Background: an optimization exercise with open tools, aiming at small area and a short achievable clock period. Do not read the settings as production practice.
RTL that was checked went through simulation tests only; none was proved equivalent to the original.
Only the layout flow was run in run 2; the RTL was not checked for function there.
Power and IR drop assume default switching activity.

==> flow/design.v <==
`timescale 1ns / 1ps
module fifo_priority #(
    parameter DATA_WIDTH = 32,
    parameter DEPTH = 16,
    parameter ADDR_WIDTH = 4    
)(
    input wire clk,
    input wire rst,
    input wire hp_wr_en,
    input wire [DATA_WIDTH-1:0] hp_din,
    input wire lp_wr_en,
    input wire [DATA_WIDTH-1:0] lp_din,
    input wire rd_en,
    output reg [DATA_WIDTH-1:0] dout,
    output wire hp_empty,
    output wire lp_empty,
    output wire hp_full,
    output wire lp_full
);
reg [DATA_WIDTH-1:0] hp_mem [0:DEPTH-1];
reg [DATA_WIDTH-1:0] lp_mem [0:DEPTH-1];
reg [ADDR_WIDTH:0] hp_wr_ptr;
reg [ADDR_WIDTH:0] hp_rd_ptr;
reg [ADDR_WIDTH:0] lp_wr_ptr;
reg [ADDR_WIDTH:0] lp_rd_ptr;
always @(posedge clk) begin
    if (rst) begin
        hp_wr_ptr <= 0;
    end else if (hp_wr_en && !hp_full) begin
        hp_mem[hp_wr_ptr[ADDR_WIDTH-1:0]] <= hp_din;
        hp_wr_ptr <= hp_wr_ptr + 1;
    end
end
always @(posedge clk) begin
    if (rst) begin
        lp_wr_ptr <= 0;
    end else if (lp_wr_en && !lp_full) begin
        lp_mem[lp_wr_ptr[ADDR_WIDTH-1:0]] <= lp_din;
        lp_wr_ptr <= lp_wr_ptr + 1;
    end
end
always @(posedge clk) begin
    if (rst) begin
        dout <= 0;
        hp_rd_ptr <= 0;
        lp_rd_ptr <= 0;
    end else if (rd_en) begin
        if (!hp_empty) begin
            dout <= hp_mem[hp_rd_ptr[ADDR_WIDTH-1:0]];
            hp_rd_ptr <= hp_rd_ptr + 1;
        end else if (!lp_empty) begin
            dout <= lp_mem[lp_rd_ptr[ADDR_WIDTH-1:0]];
            lp_rd_ptr <= lp_rd_ptr + 1;
        end
    end
end
assign hp_empty = (hp_wr_ptr == hp_rd_ptr);
assign lp_empty = (lp_wr_ptr == lp_rd_ptr);
assign hp_full = (hp_wr_ptr[ADDR_WIDTH] != hp_rd_ptr[ADDR_WIDTH]) && 
                 (hp_wr_ptr[ADDR_WIDTH-1:0] == hp_rd_ptr[ADDR_WIDTH-1:0]);
assign lp_full = (lp_wr_ptr[ADDR_WIDTH] != lp_rd_ptr[ADDR_WIDTH]) && 
                 (lp_wr_ptr[ADDR_WIDTH-1:0] == lp_rd_ptr[ADDR_WIDTH-1:0]);
endmodule
==> flow/run.sh <==
#!/bin/bash
# synth_recipe.tcl (not shown) runs the flow's synth.tcl, then flattens the netlist and writes it again
# the make line also repeats each setting of config.mk as NAME=value (left out here)
make -C /OpenROAD-flow-scripts/flow DESIGN_CONFIG=/design/flow/config.mk WORK_HOME=/design/flow/orfs CLKGATE_MAP_FILE= SYNTH_SCRIPT=/design/flow/synth_recipe.tcl finish
==> flow/config.mk <==
export PLATFORM = sky130hd
export DESIGN_NAME = fifo_priority
export DESIGN_NICKNAME = fifo_priority
export VERILOG_FILES = /design/flow/design.v
export SDC_FILE = /design/flow/constraint.sdc
export NUM_CORES = 4
export LEC_CHECK = 0
export CAP_MARGIN = 20
export CORE_MARGIN = 2
export CORE_UTILIZATION = 40
export SETUP_SLACK_MARGIN = 0.5
export SLEW_MARGIN = 20
==> flow/constraint.sdc <==
create_clock -name core_clock -period 2.5 [get_ports {clk}]
set_input_delay 0.5000 -clock core_clock [delete_from_list [all_inputs] [get_ports {clk}]]
set_output_delay 0.5000 -clock core_clock [all_outputs]
set_load 0.01 [all_outputs]
==> flow_summary.yaml, run 1 <==
run_status:
  status: "no timing/DRC/antenna violations"
finish:
  diodes: 0
  syn_to_final_growth_pct: 30.2
  drive_above_1_share_pct: 38.5
  multi_input_area_sq_um: 9430
  nFillCells: 7844
  final_cell_area_sq_um: 53500
  regArea_sq_um: 32000
  nNetsFinal: 2370
  final_cells: 3746
  utilization_pct: 52.5
global_routing:
  gr-total-overflow: 0
  antenna_found_initial: 10
  grt_max_degree: 45
  grt_pass1_wl_mm: 149
  grt_use_total_pct: 19.3
  grt_pass1_vias: 21300
die:
  dieArea_sq_um: 105000
  ioPinCount: 105
  fp-row-count: 117
  core_sq_um: 102000
  die_w_um: 325
  die_h_um: 325
  start_util_pct: 40.3
critical_path:
  required_ns: 2.93
  crit_type: "flip-flop to flip-flop"
  startpoint: "hp_wr_ptr[3]"
  crit_path_max_fanout: 8
  worst-r2r-cell-count: 12
  endpoint_kind: "flip-flop"
  r2r_start: "hp_wr_ptr[3]"
  rrSetupSlack_ns: 0.20
  crit_arrival_ns: 2.73
  cp-start-kind: "flip-flop"
detailed_routing:
  wirelength_mm: 115
  drtIter0Drc: 2741
  post_drt_via_cell_ratio: 5.71
  vias: 21400
  drtPass1Iterations: 5
  drc_errors: 0
  wl_per_cell_um: 30.7
  drt.antenna.violating_nets: 0
placed_design:
  placed_area_sq_um: 45900
  dp.cells: 3367
  routabilityCongestion: 0.775
  hpwlAfterDp_mm: 60.3
  io_buffers: 104
flow_run:
  max-cap-violations: 0
synthesis:
  ys_warn_count: 1
  ys_ff_latch: 1084
  ys_types: 46
  synthCells: 1829
  yosysSeqAreaShare_pct: 77.8
  async_reset_ff_share_pct: 0
  synth_edf_count: 1024
  yosysTopAreaCellShare_pct: 74.8
  syn_avg_cell_area_sq_um: 22.5
  yosys.area.top_type: "edfxtp_1"
  netlist_area_sq_um: 41100
  synth_nets: 1908
  yosys-top-cells-count: "1024 x edfxtp_1, 263 x mux4_2, 63 x a22oi_1"
  synth_ff_type: "edfxtp_1"
  synth_area_leaders: "edfxtp_1 75%, mux4_2 14%, dfxtp_1 2.9%, a22oi_1 1.2%, mux2i_1 0.78%"
  synth.most_common_cell: "edfxtp_1"
sta:
  skew_ns: 0.0356
  drv_slew: 0
  timing.final.crit_share_pct: 92.1
  rsz0062_at_grt: "yes"
  fmax_mhz: 434
  worstMarginPinSlew_ns: 0.681
  period_needed_ns: 2.30
  finalSetupViolCount: 0
  hold_viol: 0
  fin_tns_setup_ns: 0
  relSlewSlack_pct: 54.5
clock_tree:
  cts_buffer_depth: 3
  cts-root-buf: "clkbuf_16"
  cts_max_level: 3
  cts_tree: "yes"
  clkSinkCount: 1084
  insertion_delay_ns: 0.69
  path_clk_slew_ns: 0.07
  numCtsBuffers: 106
worst_hold_path:
  min-delay-start: "dout[6]"
  hold_class: "flip-flop to flip-flop"
  whs_path_depth: 2
power_and_ir_drop:
  ir_drop_v: 0.000744
  power.leakage_nw: 17.3
  powerDensity_nw_per_um2: 792
-- placed cells by master, fill, tap and decap left out, types with 6 or more instances in the layout --
cell type | synthesis | routed
a221o_1 | 30 | 30
clkbuf_8 | 0 | 10
clkbuf_1 | 38 | 19
dfxtp_2 | 0 | 14
clkdlybuf4s50_1 | 0 | 68
inv_1 | 11 | 11
nor2_4 | 0 | 20
buf_4 | 11 | 111
a21oi_2 | 0 | 12
mux4_2 | 263 | 264
xnor2_2 | 0 | 9
clkbuf_16 | 0 | 159
nor4_4 | 0 | 9
nand2_1 | 12 | 9
mux2i_1 | 32 | 26
a221oi_1 | 10 | 8
clkinv_1 | 1 | 16
a21oi_1 | 47 | 33
nor2b_1 | 11 | 8
buf_12 | 0 | 109
a22oi_2 | 0 | 15
nor2_1 | 46 | 23
o211ai_1 | 6 | 6
ha_1 | 10 | 10
clkinv_2 | 0 | 22
nor3_4 | 0 | 8
bufinv_16 | 0 | 13
buf_6 | 4 | 51
nand2b_1 | 10 | 10
buf_16 | 0 | 25
buf_8 | 0 | 8
a22oi_1 | 63 | 48
dfxtp_1 | 60 | 32
edfxtp_1 | 1024 | 1024
dlymetal6s2s_1 | 0 | 28
dfxtp_4 | 0 | 14
-- logic make-up (layout without fill, tap and decap cells) --
group / after synthesis / after routing / share of synthesized area (%)
AOI/OAI and AO/OA: 188 / 188 / 3.33
xor gates and xnor gates: 20 / 20 / 0.426
adders and majority gates: 10 / 10 / 0.305
buffers and inverters: 110 / 659 / 1.29
DFF: 1084 / 1084 / 77.8
muxes: 299 / 299 / 15.5
and+or+nand+nor: 118 / 118 / 1.44
-- layout make-up --
type,instances,share of cell area [%]
Multi-Input combinational cell,635,17.6
Tap cell,1368,3.20
Clock buffer,140,5.58
Timing Repair Buffer,452,12.5
Inverter,12,0.0842
Clock inverter,55,1.19
Sequential cell,1084,59.9
-- sequential cells by signal (all words and copies together), names as in the netlist, named ones only --
name / count
lp_mem: 512
hp_rd_ptr: 5
lp_rd_ptr: 5
hp_wr_ptr: 5
lp_wr_ptr: 5
dout: 32
hp_mem: 512
-- power breakdown --
group          switching, W  internal (W)
sequential         0.000253        0.0202
combinational       0.00254       0.00297
clock               0.00674       0.00973
-- path summary, 6_finish.rpt --
path | end
max reg2reg | hp_mem[12][21]
max | hp_mem[12][21]
min reg2reg | dout[6]
min | dout[6]
-- what timing repair did --
| item | in CTS | in global routing |
|---|---|---|
| hold buffers | 0 | 0 |
| setup buffers | 55 | 51 |
| cloned | 16 | 62 |
| setup endpoints to repair | 683 | 1081 |
| resized for setup | 166 | 152 |
| pin swaps | 25 | 40 |
-- metal layers --
metal	track usage, %	vias up	share of wire [%]
met3	3.19	168	6.6
met4	4.95	14	2.6
met2	32.8	846	51
met1	26.0	11600	40
li1	-	8782	-
met5	0	-	0.081
-- stage by stage --
stage	setup WS [ns]	power [W]	hold WS, ns
3_3_place_gp	-0.136	0.0251	0.463
2_1_floorplan	-0.0891	0.0232	0.487
3_5_place_dp	-0.112	0.0252	0.485
6_report	0.198	0.0424	0.471
4_1_cts	0.240	0.0423	0.479
5_1_grt	0.134	0.0436	0.503
-- worst max-delay path, cell delays in order, from the launching register on --
cell and delay [ns]:
dfxtp_2 0.34, xnor2_2 0.20, nand4_1 0.16, buf_6 0.17, buf_6 0.12, buf_6 0.12
buf_6 0.12, o2111ai_4 0.19, buf_6 0.16, buf_6 0.10, nor2_4 0.03, buf_12 0.14
clkbuf_16 0.19
==> run 2: changes to the inputs <==
==> flow/design.v (replaced) <==
`timescale 1ns / 1ps
module fifo_queue16 (
    input  wire        clk,
    input  wire        rst,
    input  wire        wr_en,
    input  wire [31:0] din,
    input  wire        pop,
    output wire [31:0] head,
    output reg         empty,
    output reg         full
);
reg [31:0] mem [0:15];
reg [15:0] wsel;
reg [15:0] rsel;
reg [3:0]  cnt;
wire push = wr_en & ~full;
integer i;
always @(posedge clk) begin
    for (i = 0; i < 16; i = i + 1)
        if (wsel[i]) mem[i] <= din;
end
always @(posedge clk) begin
    if (rst) begin
        wsel  <= 16'h0001;
        rsel  <= 16'h0000;
        cnt   <= 4'd0;
        empty <= 1'b1;
        full  <= 1'b0;
    end else begin
        if (full)
            wsel <= pop ? rsel : 16'h0000;
        else if (push)
            wsel <= (cnt == 4'd15 && !pop) ? 16'h0000 : {wsel[14:0], wsel[15]};
        if (empty)
            rsel <= push ? wsel : 16'h0000;
        else if (pop)
            rsel <= (cnt == 4'd1 && !push) ? 16'h0000 : {rsel[14:0], rsel[15]};
        cnt   <= cnt + {3'd0, push} - {3'd0, pop};
        empty <= (empty & ~push) | (cnt == 4'd1 & pop & ~push);
        full  <= (full & ~pop) | (cnt == 4'd15 & push & ~pop);
    end
end
reg [31:0] h;
integer k;
always @(*) begin
    h = 32'd0;
    for (k = 0; k < 16; k = k + 1)
        h = h | ({32{rsel[k]}} & mem[k]);
end
assign head = h;
endmodule
module fifo_priority #(
    parameter DATA_WIDTH = 32,
    parameter DEPTH = 16,
    parameter ADDR_WIDTH = 4    
)(
    input wire clk,
    input wire rst,
    input wire hp_wr_en,
    input wire [DATA_WIDTH-1:0] hp_din,
    input wire lp_wr_en,
    input wire [DATA_WIDTH-1:0] lp_din,
    input wire rd_en,
    output reg [DATA_WIDTH-1:0] dout,
    output wire hp_empty,
    output wire lp_empty,
    output wire hp_full,
    output wire lp_full
);
wire [31:0] hp_head, lp_head;
wire hp_pop = rd_en & ~hp_empty;
wire lp_pop = rd_en & hp_empty & ~lp_empty;
fifo_queue16 hpq (
    .clk(clk), .rst(rst), .wr_en(hp_wr_en), .din(hp_din), .pop(hp_pop),
    .head(hp_head), .empty(hp_empty), .full(hp_full)
);
fifo_queue16 lpq (
    .clk(clk), .rst(rst), .wr_en(lp_wr_en), .din(lp_din), .pop(lp_pop),
    .head(lp_head), .empty(lp_empty), .full(lp_full)
);
always @(posedge clk) begin
    if (rst)
        dout <= 32'd0;
    else if (rd_en & ~(hp_empty & lp_empty))
        dout <= hp_head | (lp_head & {32{hp_empty}});
end
endmodule
==> run 2 against run 1 <==
  * Still clean
  * Critical path depth shrank 6
  * Routed wire length grew 0.92%
  * Worst setup slack gained 0.29 ns
  * Clock power shrank 3%
  * Hold slack lost 0.097 ns
  * Count of clock-buffer cells in the layout grew 8
==> flow_summary.yaml, run 2 <==
run_status:
  status: "no timing/DRC/antenna violations"
critical_path:
  crit_arrival_ns: 2.56
  crit_type: "flip-flop to flip-flop"
  crit_path_max_fanout: 14
  cp-start-kind: "flip-flop"
  required_ns: 3.05
  endpoint_kind: "flip-flop"
synthesis:
  ys_warn_count: 3
  synth_area_leaders: "edfxtp_1 76%, dfxtp_1 5.3%, a221oi_1 4.2%, a22o_1 4.1%, a22oi_1 2.4%"
  yosys-top-cells-count: "1024 x edfxtp_1, 194 x a221oi_1, 192 x a22o_1"
  yosysSeqAreaShare_pct: 80.9
  netlist_area_sq_um: 40700
  yosysTopAreaCellShare_pct: 75.6
  async_reset_ff_share_pct: 0
  ys_ff_latch: 1132
  syn_avg_cell_area_sq_um: 18.4
  synthCells: 2211
  yosys.area.top_type: "edfxtp_1"
  synth.most_common_cell: "edfxtp_1"
  ys_types: 35
  synth_edf_count: 1024
  synth_nets: 2294
  synth_ff_type: "edfxtp_1"
global_routing:
  grt_pass1_vias: 23300
  grt_max_degree: 61
  antenna_found_initial: 8
  grt_use_total_pct: 21.9
  grt_pass1_wl_mm: 165
  gr-total-overflow: 0
sta:
  drv_slew: 0
  hold_viol: 0
  fmax_mhz: 498
  rsz0062_at_grt: "yes"
  relSlewSlack_pct: 36.4
  period_needed_ns: 2.01
  setup_slack_ns: 0.492
  skew_ns: 0.0232
  finalSetupViolCount: 0
  worstMarginPinSlew_ns: 0.954
  fin_tns_setup_ns: 0
  timing.final.crit_share_pct: 80.3
worst_hold_path:
  hold_class: "input port to flip-flop"
placed_design:
  io_buffers: 104
  hpwlAfterDp_mm: 66.9
  routabilityCongestion: 0.800
  dp_slack_ns: -0.175
die:
  ioPinCount: 105
  start_util_pct: 40.5
  core_sq_um: 100000
  die_h_um: 323
  dieArea_sq_um: 104000
  die_w_um: 323
  fp-row-count: 116
clock_tree:
  cts_tree: "yes"
  path_clk_slew_ns: 0.06
  clkSinkCount: 1132
  insertion_delay_ns: 0.69
  cts-root-buf: "clkbuf_16"
  cts_max_level: 3
  holdBufCountCts: 0
  cts_buffer_depth: 3
  numCtsBuffers: 110
power_and_ir_drop:
  power.internal_w: 0.0305
  combPwrFrac_pct: 3.9
  ir_drop_v: 0.000572
  power.leakage_nw: 15.5
  powerDensity_nw_per_um2: 802
  swShare_pct: 21.0
  power_switching_w: 0.00813
  clock_power_share_pct: 41.5
  pwr-share-seq_pct: 54.6
detailed_routing:
  wirelength_mm: 116
  drc_errors: 0
  drtIter0Drc: 3186
  drt.antenna.violating_nets: 0
  drtPass1Iterations: 9
  post_drt_via_cell_ratio: 6.05
  wl_per_cell_um: 29.9
  vias: 23500
finish:
  utilization_pct: 48.0
  drive_above_1_share_pct: 19.0
  syn_to_final_growth_pct: 18.5
  final_common_cell: "edfxtp_1"
  nNetsFinal: 2509
  layout_common_cells: "1024 x edfxtp_1, 192 x a22o_1, 159 x a221oi_1"
flow_run:
  max-cap-violations: 0
## run 2: cell count changes after synthesis, moves of 28 or more
cell | before | now
nor2_1 | 46 | 103
nand4_1 | 2 | 64
mux4_2 | 263 | 0
a21oi_1 | 47 | 8
a221o_1 | 30 | 0
a222oi_1 | 0 | 62
buf_2 | 37 | 65
mux2i_1 | 32 | 0
a221oi_1 | 10 | 194
dfxtp_1 | 60 | 108
a22o_1 | 0 | 192
nand3_1 | 0 | 32
a22oi_1 | 63 | 128
## run 2: logic make-up (layout without fill, tap and decap cells)
| family | after synthesis | count (layout) | share of synthesized area (%) |
|---|---|---|---|
| other | 0 | 1 | 0 |
| buffers and inverters | 185 | 496 | 2.51 |
| adders and majority gates | 14 | 14 | 0.467 |
| AOI/OAI and AO/OA | 624 | 624 | 13.0 |
| xor gates and xnor gates | 4 | 4 | 0.0861 |
| DFF | 1132 | 1132 | 80.9 |
| and+or+nand+nor | 252 | 252 | 3.01 |
## run 2: power by group through the flow
| stage | clock network [W] | registers [W] | logic, W |
|---|---|---|---|
| after detailed placement | 0 | 0.0215 | 0.00144 |
| after floorplan | 0 | 0.0215 | 0.000591 |
| final | 0.0160 | 0.0211 | 0.00153 |
| after global placement | 0 | 0.0215 | 0.00139 |
| after global routing | 0.0170 | 0.0211 | 0.00164 |
| after CTS | 0.0162 | 0.0211 | 0.00148 |
## run 2: path summary, 6_finish.rpt
path / start / to / slack [ns] / cells after the start
worst max-delay path: lpq.rsel[0] / dout[23] / 0.49 / 6
worst min-delay path: rst / lpq.cnt[3] / 0.37 / 2
worst max register to register: lpq.rsel[0] / dout[23] / 0.49 / 6
worst min register to register: dout[27] / dout[27] / 0.49 / 2
## run 2: what timing repair did
action | CTS | global route
gates resized for setup | 112 | 49
pin swaps | 29 | 31
gates cloned | 2 | 1
setup endpoints to repair | 69 | 34
buffers inserted | 1 | 18
## run 2: cell type report
cell class / instances / area (sq um)
multi-input cells: 894 / 7140
fillers: 8317 / 52200
diodes: 1 / 2.50
inverters: 18 / 67.6
clock inverters: 60 / 493
flip-flops and latches: 1132 / 33000
clock buffers: 148 / 3040
repair buffers: 270 / 2720
well taps: 1357 / 1700
## run 2: layer usage
layer,routed length [um],global-route usage (%),share of wire [%]
met1,46600,29.6,40
met2,57700,37.1,50
met3,9090,3.38,7.8
met4,2650,5.84,2.3
met5,69,0,0.059
## run 2: critical path, stage by stage (launching register included)
cell and delay (ns):
dfxtp_4 0.39, buf_6 0.17, a22o_1 0.22, a221oi_2 0.26
nand4_1 0.37, a211oi_2 0.36, nor3_1 0.08
## run 2: metrics by stage
stage	cells	hold WS [ns]	power, W	instance area, sq um
final	3880	0.373	0.0387	48200
after global routing	3879	0.362	0.0398	48200
after CTS	3860	0.340	0.0388	47800
after detailed placement	3649	0.484	0.0230	43900
after global placement	3649	0.484	0.0229	43900
after floorplan	2211	0.511	0.0221	40700
==> run 3: changes to the inputs <==
==> flow/design.v (replaced) <==
`timescale 1ns / 1ps
module fifo_queue16 (
    input  wire         clk,
    input  wire         rst,
    input  wire         wr_en,
    input  wire [31:0]  din,
    input  wire         pop,
    output reg  [15:0]  rsel,
    output wire [511:0] mem_q,    
    output reg          empty,
    output reg          full
);
reg [31:0] mem [0:15];
reg [15:0] wsel;
reg [7:0]  jc;      
wire one     = jc[0] & ~jc[1];    
wire fifteen = jc[7] & ~jc[6];    
wire push    = wr_en & ~full;
integer i;
always @(posedge clk) begin
    for (i = 0; i < 16; i = i + 1)
        if (wsel[i]) mem[i] <= din;
end
genvar g;
generate
    for (g = 0; g < 16; g = g + 1) begin : q
        assign mem_q[32*g +: 32] = mem[g];
    end
endgenerate
always @(posedge clk) begin
    if (rst) begin
        wsel  <= 16'h0001;
        rsel  <= 16'h0000;
        jc    <= 8'd0;
        empty <= 1'b1;
        full  <= 1'b0;
    end else begin
        if (full)
            wsel <= pop ? rsel : 16'h0000;
        else if (push)
            wsel <= (fifteen & ~pop) ? 16'h0000 : {wsel[14:0], wsel[15]};
        if (empty)
            rsel <= push ? wsel : 16'h0000;
        else if (pop)
            rsel <= (one & ~push) ? 16'h0000 : {rsel[14:0], rsel[15]};
        if (push & ~pop)
            jc <= {jc[6:0], ~jc[7]};
        else if (pop & ~push)
            jc <= {~jc[0], jc[7:1]};
        empty <= (empty & ~push) | (one & pop & ~push);
        full  <= (full & ~pop) | (fifteen & push & ~pop);
    end
end
endmodule
module fifo_aor8 (
    input  wire [7:0] s,
    input  wire [7:0] d,
    output wire       y
);
assign y = |(s & d);
endmodule
module fifo_dout_next (
    input  wire [3:0] p,
    input  wire       hload,
    input  wire       lload,
    input  wire       hold,
    input  wire       q,
    output wire       y
);
assign y = (hload & (p[0] | p[1])) | (lload & (p[2] | p[3])) | (hold & q);
endmodule
module fifo_priority #(
    parameter DATA_WIDTH = 32,
    parameter DEPTH = 16,
    parameter ADDR_WIDTH = 4    
)(
    input wire clk,
    input wire rst,
    input wire hp_wr_en,
    input wire [DATA_WIDTH-1:0] hp_din,
    input wire lp_wr_en,
    input wire [DATA_WIDTH-1:0] lp_din,
    input wire rd_en,
    output reg [DATA_WIDTH-1:0] dout,
    output wire hp_empty,
    output wire lp_empty,
    output wire hp_full,
    output wire lp_full
);
wire [15:0]  hp_rsel, lp_rsel;
wire [511:0] hp_mem, lp_mem;
wire hp_pop = rd_en & ~hp_empty;
wire lp_pop = rd_en & hp_empty & ~lp_empty;
fifo_queue16 hpq (
    .clk(clk), .rst(rst), .wr_en(hp_wr_en), .din(hp_din), .pop(hp_pop),
    .rsel(hp_rsel), .mem_q(hp_mem), .empty(hp_empty), .full(hp_full)
);
fifo_queue16 lpq (
    .clk(clk), .rst(rst), .wr_en(lp_wr_en), .din(lp_din), .pop(lp_pop),
    .rsel(lp_rsel), .mem_q(lp_mem), .empty(lp_empty), .full(lp_full)
);
wire fire  = rd_en & ~(hp_empty & lp_empty);
wire hload = rd_en & ~hp_empty & ~rst;
wire lload = rd_en & hp_empty & ~rst;
wire hold  = ~fire & ~rst;
wire [31:0] dout_d;
genvar b, e;
generate
    for (b = 0; b < 32; b = b + 1) begin : bit_
        wire [7:0] hd0, hd1, ld0, ld1;
        for (e = 0; e < 8; e = e + 1) begin : ent
            assign hd0[e] = hp_mem[32*e + b];
            assign hd1[e] = hp_mem[32*(e+8) + b];
            assign ld0[e] = lp_mem[32*e + b];
            assign ld1[e] = lp_mem[32*(e+8) + b];
        end
        wire [3:0] p;
        fifo_aor8 h0 (.s(hp_rsel[7:0]),  .d(hd0), .y(p[0]));
        fifo_aor8 h1 (.s(hp_rsel[15:8]), .d(hd1), .y(p[1]));
        fifo_aor8 l0 (.s(lp_rsel[7:0]),    .d(ld0), .y(p[2]));
        fifo_aor8 l1 (.s(lp_rsel[15:8]),  .d(ld1), .y(p[3]));
        fifo_dout_next n (.p(p), .hload(hload), .lload(lload), .hold(hold), .q(dout[b]), .y(dout_d[b]));
    end
endgenerate
always @(posedge clk)
    dout <= dout_d;
endmodule
--- a/flow/config.mk
+++ b/flow/config.mk
@@ -7,6 +7,10 @@
 export LEC_CHECK = 0
 export CAP_MARGIN = 20
 export CORE_MARGIN = 2
-export CORE_UTILIZATION = 40
-export SETUP_SLACK_MARGIN = 0.5
+export CORE_UTILIZATION = 60
+export CTS_CLUSTER_DIAMETER = 100
+export CTS_CLUSTER_SIZE = 30
+export SETUP_SLACK_MARGIN = 0.8
 export SLEW_MARGIN = 20
+export SYNTH_HIERARCHICAL = 1
+export SYNTH_MINIMUM_KEEP_SIZE = 0
==> run 3 against run 2 <==
  * Worst setup slack improved by 0.31 ns
  * Clock power decreased by 45%
  * Synthesized cell count increased by 4.3%
  * Critical path type unchanged
  * Sequential share of layout area increased by 4.4 points
  * Synthesized area increased by 0.63%
  * Still clean on timing, DRC and antenna
  * Sequential power about the same
==> flow_summary.yaml, run 3 <==
run_status:
  status: "no timing/DRC/antenna violations"
power_and_ir_drop:
  power.internal_w: 0.0246
  pwr-share-seq_pct: 68.4
  combPwrFrac_pct: 3.2
  ir_drop_v: 0.000694
  swShare_pct: 20.3
  power_switching_w: 0.00625
  power.leakage_nw: 13.8
  powerDensity_nw_per_um2: 676
  clock_power_share_pct: 28.4
finish:
  final_common_cell: "edfxtp_1"
  drive_above_1_share_pct: 15.2
  nNetsFinal: 2595
  layout_common_cells: "1024 x edfxtp_1, 544 x a22oi_1, 128 x nand4_1"
  syn_to_final_growth_pct: 11.4
  nFillCells: 4572
sta:
  relSlewSlack_pct: 47.2
  setup_slack_ns: 0.805
  rsz0062_at_grt: "no"
  finalSetupViolCount: 0
  drv_slew: 0
  period_needed_ns: 1.69
  hold_viol: 0
  fin_tns_setup_ns: 0
  fmax_mhz: 590
  timing.final.crit_share_pct: 67.8
  skew_ns: 0.0323
  worstMarginPinSlew_ns: 0.792
detailed_routing:
  vias: 23600
  drt.antenna.violating_nets: 0
  drtPass1Iterations: 6
  drtIter0Drc: 2969
  wl_per_cell_um: 31.3
  wirelength_mm: 108
  post_drt_via_cell_ratio: 6.87
  drc_errors: 0
synthesis:
  async_reset_ff_share_pct: 0
  synth_ff_type: "edfxtp_1"
  yosys.area.top_type: "edfxtp_1"
  synth_nets: 2376
  ys_types: 34
  syn_avg_cell_area_sq_um: 17.7
  yosysSeqAreaShare_pct: 80.8
  synth_area_leaders: "edfxtp_1 75%, a22oi_1 10%, dfxtp_1 5.7%, nand4_1 2.0%, o21ai_1 0.93%"
  yosys-top-cells-count: "1024 x edfxtp_1, 544 x a22oi_1, 128 x nand4_1"
  synth_edf_count: 1024
  synth.most_common_cell: "edfxtp_1"
  ys_warn_count: 9
  ys_ff_latch: 1140
  yosysTopAreaCellShare_pct: 75.1
  netlist_area_sq_um: 40900
  synthCells: 2307
critical_path:
  crit_path_max_fanout: 23
  crit_family: "compound AO/OA/AOI/OAI gates"
  endpoint_kind: "flip-flop"
  crit_arrival_ns: 2.20
  cp-endpoint: "dout[23]"
  worst-r2r-cell-count: 5
  slowest_delay_ns: 0.45
  crit_chain: "buf_12 > a22oi_1 > nand4_1 > o21ai_1 > nand3_1"
  cp-start-kind: "flip-flop"
  required_ns: 3.00
  critPathBufInv: 1
  r2r_start: "hpq.rsel[7]"
  startpoint: "hpq.rsel[7]"
  rrSetupSlack_ns: 0.81
  crit_type: "flip-flop to flip-flop"
  cp.depth: 5
  r2r_end: "dout[23]"
  cp_slowest_cell: "dfxtp_2"
clock_tree:
  path_clk_slew_ns: 0.12
  cts_tree: "yes"
  cts_max_level: 2
  clkSinkCount: 1140
  insertion_delay_ns: 0.64
  holdBufCountCts: 0
  numCtsBuffers: 43
  cts_buffer_depth: 3
  cts-root-buf: "clkbuf_16"
die:
  ioPinCount: 105
  die_h_um: 265
  dieArea_sq_um: 70300
  fp-row-count: 95
  core_sq_um: 67400
  die_w_um: 265
  start_util_pct: 60.8
flow_run:
  max-cap-violations: 0
global_routing:
  gr-total-overflow: 0
  grt_max_degree: 43
  antenna_found_initial: 7
  grt_pass1_vias: 23000
  grt_use_total_pct: 30.1
  grt_pass1_wl_mm: 154
placed_design:
  hpwlAfterDp_mm: 61.0
  dp_slack_ns: 0.135
  routabilityCongestion: 0.791
  io_buffers: 104
worst_hold_path:
  hold_class: "input port to flip-flop"
run 3: changes by cell type after synthesis, moves of 62 or more:
cell      change
a222oi_1     -62
a22oi_1     +416
o21ai_1      +76
a22o_1      -192
nand4_1      +64
a221oi_1    -194
nor2_1      -100
run 3: timing repair:
action	4_1_cts	5_1_grt
pin swaps	1	4
setup endpoints to repair	110	81
gates resized for setup	222	38
setup buffers	10	13
cloned	1	0
run 3: worst reg2reg max path: stages (launching register included):
cell	delay (ns)
dfxtp_2	0.45
buf_12	0.24
a22oi_1	0.22
nand4_1	0.12
o21ai_1	0.41
nand3_1	0.13
run 3: area by class of cell:
cell class	instances	area, sq um	area share, %
inverters	6	22.5	0.0494
diodes	3	7.51	0.0165
multi-input cells	1104	7700	16.9
clock inverters	3	26.3	0.0576
clock buffers	77	1200	2.64
flip-flops and latches	1140	33300	72.9
well taps	873	1090	2.39
repair buffers	231	2290	5.03
run 3: kinds of logic after synthesis:
kind of cell    count (synthesis)  synth area share, %
flops                        1140                 80.8
compound gates                789                 13.6
simple gates                  314                 4.77
buf+inv                        64                0.892
run 3: worst min-delay path by stage:
stage / start / to / slack [ns] / cells past startpoint
after global placement: lpq.wsel[5] / lpq.wsel[6] / 0.46 / 2
after global routing: rst / lpq.rsel[9] / 0.22 / 2
after CTS: rst / lpq.rsel[2] / 0.20 / 2
final: rst / lpq.rsel[6] / 0.23 / 2
after detailed placement: dout[0] / dout[0] / 0.46 / 2
after floorplan: dout[0] / dout[0] / 0.49 / 2
run 3: layer usage:
| layer | track usage (%) | up-vias | part of all wire, % |
|---|---|---|---|
| li1 | - | 10200 | - |
| met1 | 42.0 | 12100 | 40 |
| met2 | 50.5 | 1058 | 50 |
| met3 | 4.40 | 172 | 8.1 |
| met4 | 8.09 | 10 | 2.5 |
| met5 | 0 | - | 0.064 |
run 3: per-stage QoR:
stage	instances	util [%]	total power [W]	hold slack (ns)	cell area, sq um
2_1_floorplan	2307	-	0.0219	0.492	41000
3_5_place_dp	3330	65.3	0.0225	0.463	44000
3_3_place_gp	3330	65.3	0.0225	0.464	44000
5_1_grt	3435	67.7	0.0316	0.223	45600
6_report	3437	67.7	0.0308	0.234	45600
4_1_cts	3421	67.3	0.0309	0.205	45300
run 3: power by group through the flow:
stage          combinational (W)  clock, W  sequential [W]
2_1_floorplan           0.000310         0          0.0215
3_3_place_gp            0.000904         0          0.0216
3_5_place_dp            0.000933         0          0.0216
4_1_cts                 0.000946   0.00887          0.0211
5_1_grt                  0.00104   0.00947          0.0211
6_report                0.000972   0.00876          0.0211
run 3: modules after synthesis, one instance, submodules excluded:
module	flops+latches	cells	area (sq um)	times used
fifo_aor8	0	5	36.3	128
fifo_priority	32	39	683	1
fifo_queue16	554	750	17500	2
fifo_dout_next	0	4	18.8	32

==> separate check: timing with driven ports <==
In the flow no input, the clock included, has a driving cell. The finished layouts below were timed again as built, in two steps. Step 1 (the two cells are an assumption about what drives the block):
set clk [get_ports {clk}]
set_driving_cell -lib_cell sky130_fd_sc_hd__clkbuf_16 $clk
set_driving_cell -lib_cell sky130_fd_sc_hd__buf_2 [delete_from_list [all_inputs] $clk]
Step 2 also shifts input and output timing later by t, the mid clock arrival at the registers, as if the neighbouring blocks saw the same clock. a / b / c = no drivers / after step 1 / after step 2; a / b = the first two.
run | shift t [ns] | slack for setup (ns) | worst setup path at the end | latest minus earliest clock arrival (ns) | worst register clock-pin slew, ns
run 1 | 0.737 | 0.198 / 0.180 / -0.061 | input to register | 0.038 / 0.038 | 0.07 / 0.07
run 2 | 0.748 | 0.492 / 0.492 / -0.106 | input to register | 0.025 / 0.025 | 0.07 / 0.07
run 3 | 0.691 | 0.805 / 0.776 / 0.250 | input to register | 0.033 / 0.033 | 0.12 / 0.12
Met with ideal ports but missed after step 2: setup timing in run 1 and run 2. The setup slack of run 2, which loses most, moves by 0.000 ns with the drivers and by -0.598 ns with both steps.
